From an optimization exercise on the open Yosys and OpenROAD flow, aimed at small area; shortcuts taken in it are not production practice.
The RTL was checked by simulation tests, not by an equivalence proof against the original design.
Power and IR drop assume default switching activity.

== run 1 ==
Design sd_data_engine, start of the top module:
module sd_data_engine (
    input         clk,
    input         rst_n,
    input         soft_rst_n,
    input         data_ready,
    input         tx_fifo_full,
    input         data_direction,
    input         data_width,
    input  [10:0] block_len,
    input  [31:0] block_number,
    input  [31:0] read_to,
    input  [3:0]  sd_dat_in,
    input  [31:0] tx_fifo_rdata,
    output [3:0]  sd_dat_out,
    output [3:0]  sd_dat_oe,
    output        tx_fifo_re,
    output [31:0] rx_fifo_wdata,
    output        rx_fifo_we,
    output        tx_crc_status_err,
    output        rx_crc_err,
    output        transfer_complete,
    output        read_to_error,
    output        block_rx_end
);
Size: ~850 cells after synthesis, about 170 I/O pins, roughly 7900 um^2 of cells after synthesis.
Settings: LEC_CHECK=0, CAP_MARGIN=20, CORE_MARGIN=2, CORE_UTILIZATION=40, PLACE_DENSITY=0.6, SLEW_MARGIN=20; clock period 12.0 ns.
run.sh (not shown) runs the stock make flow with config.mk's settings and CLKGATE_MAP_FILE= SYNTH_SCRIPT=/design/flow/synth_recipe.tcl, a recipe that flattens the netlist after the stock synthesis.
No stage failed in run 1, and the final checks on the layout all came back clean.
Input changes introduced in run 2 (baseline for comparison: run 1):
==> flow/flow/run.sh (new file) <==
#!/bin/bash
# Own layout flow: the standard flow (standard.sh, unchanged synthesis),
# with smaller port buffers and a clock tree built from small buffers without
# dummy loads. Each step's full output goes to a log file in this folder.
set -euo pipefail
bash standard.sh synth > synth.log 2>&1
bash standard.sh \
    "BUFFER_PORTS_ARGS=-buffer_cell sky130_fd_sc_hd__buf_1" \
    "CTS_ARGS=-sink_clustering_enable -repair_clock_nets -dont_use_dummy_load -sink_clustering_size 30 -sink_clustering_max_diameter 150 -root_buf sky130_fd_sc_hd__clkbuf_8 -buf_list {sky130_fd_sc_hd__clkbuf_4 sky130_fd_sc_hd__clkbuf_8}" \
    finish > layout.log 2>&1
==> flow/standard.sh (new file) <==
#!/bin/bash
# synth_recipe.tcl (not shown) runs the flow's synth.tcl, then flattens the netlist and writes it again
# the make line also repeats each setting of config.mk as NAME=value (left out here)
make -C /OpenROAD-flow-scripts/flow DESIGN_CONFIG=/design/flow/config.mk WORK_HOME=/design/flow/orfs CLKGATE_MAP_FILE= SYNTH_SCRIPT=/design/flow/synth_recipe.tcl "${@:-finish}"
removed: flow/run.sh
### Flow results
Compared with run 1, run 2 shows register-to-register slack higher by 0.06 ns.
Worst path setup slack after routing, run 1 and run 2, higher one = run 2.
Routed wire in run 2 totals less than in run 1.
Run 1 → run 2: data arrival time of the critical path now sits lower; switching part of the total now sits higher.
Sort run 1 and run 2 by global routing met1 resource utilization asc -> top: run 2
Here is what was changed in the inputs of run 3 compared with run 2.
- changing CORE_UTILIZATION from 40 to 60
- changing PLACE_DENSITY from 0.6 to 0.7
[summary]
Result: PASS for each of run 2 and run 3
Part of the cycle the worst path needs: run 3 vs run 2 up 2.2 points
In run 3 the number of buffers and inverters on the critical path turned out 1 lower than in run 2.
Density: run 3 denser than run 2
Going from run 2 to run 3, routed wire length grows by about 1.5%.
Lower die area was reported by run 3, not run 2.
Non-filler instance count after layout on run 3 is down relative to run 2.
Sort run 2 and run 3 by synthesis-to-finish area growth desc -> top: run 2
Changes observed in run 3 relative to run 2: static power due to leakage did not really move, share of cell area taken by flip-flops and latches higher.
Run 3 vs run 2 — power consumed by combinational cells climbed by a few percent
Input-level comparison between run 4 and run 3:
- swapping 60 for 40 in CORE_UTILIZATION
- swapping 0.7 for 0.6 in PLACE_DENSITY
diff --git a/flow/flow/run.sh b/flow/flow/run.sh
--- a/flow/flow/run.sh
+++ b/flow/flow/run.sh
@@ -9 +9 @@
-    "CTS_ARGS=-sink_clustering_enable -repair_clock_nets -dont_use_dummy_load -sink_clustering_size 30 -sink_clustering_max_diameter 150 -root_buf sky130_fd_sc_hd__clkbuf_8 -buf_list {sky130_fd_sc_hd__clkbuf_4 sky130_fd_sc_hd__clkbuf_8}" \
+    "CTS_ARGS=-sink_clustering_enable -repair_clock_nets -dont_use_dummy_load -root_buf sky130_fd_sc_hd__clkbuf_8 -buf_list {sky130_fd_sc_hd__clkbuf_4 sky130_fd_sc_hd__clkbuf_8}" \
==> comparison <==
- The final layouts of run 3 and run 4 pass the timing, design-rule and antenna checks.
- The final reports for run 4 and run 3 show power density over the cells lower in the former.
- The leakage power total on run 3 is in line with that on run 4.
- Looking at non-clock buffer share of cell area across run 3 and run 4, the one that comes out lower is run 4.
- Re largest net degree at the start of global routing: run 4 is about 14% down on run 3.
- Run 4 vs run 3: cell area up
- Combinational power delta for run 4 relative to run 3: about 3% lower
- Diff run 3 and run 4: power lower in run 4
- The final reports for run 4 and run 3 show buffers plus inverters on the worst setup path higher in the former.

## separate check: timing with driven ports
In the flow no input, the clock included, has a driving cell. The finished layouts below were timed again as built, in two steps.
Step 1 sets driving cells, clkbuf_16 on the clock port and buf_2 on the other inputs (assumed; they add their load-dependent delay and slew).
Step 2 times the ports against the registers' clock, not the clock port: input delays grow and output delays shrink by t, the midpoint of the rising clock arrivals with the driver on.
Three values: ideal ports, drivers, drivers and shift; two values: the first two.
run	shift t [ns]	setup slack, ns	worst hold slack (ns)	clock arrival spread, ns	cell pins on the clock port's net
run 1	0.469	3.470 / 3.443 / 3.443	0.428 / 0.428 / 0.428	0.014 / 0.014	1
run 2	0.480	4.238 / 4.201 / 4.201	0.408 / 0.408 / 0.408	0.038 / 0.038	1
run 3	0.486	3.972 / 3.948 / 3.948	0.409 / 0.409 / 0.409	0.041 / 0.041	1
run 4	0.480	4.238 / 4.201 / 4.201	0.408 / 0.408 / 0.408	0.038 / 0.038	1
After both steps every run listed still meets setup and hold.
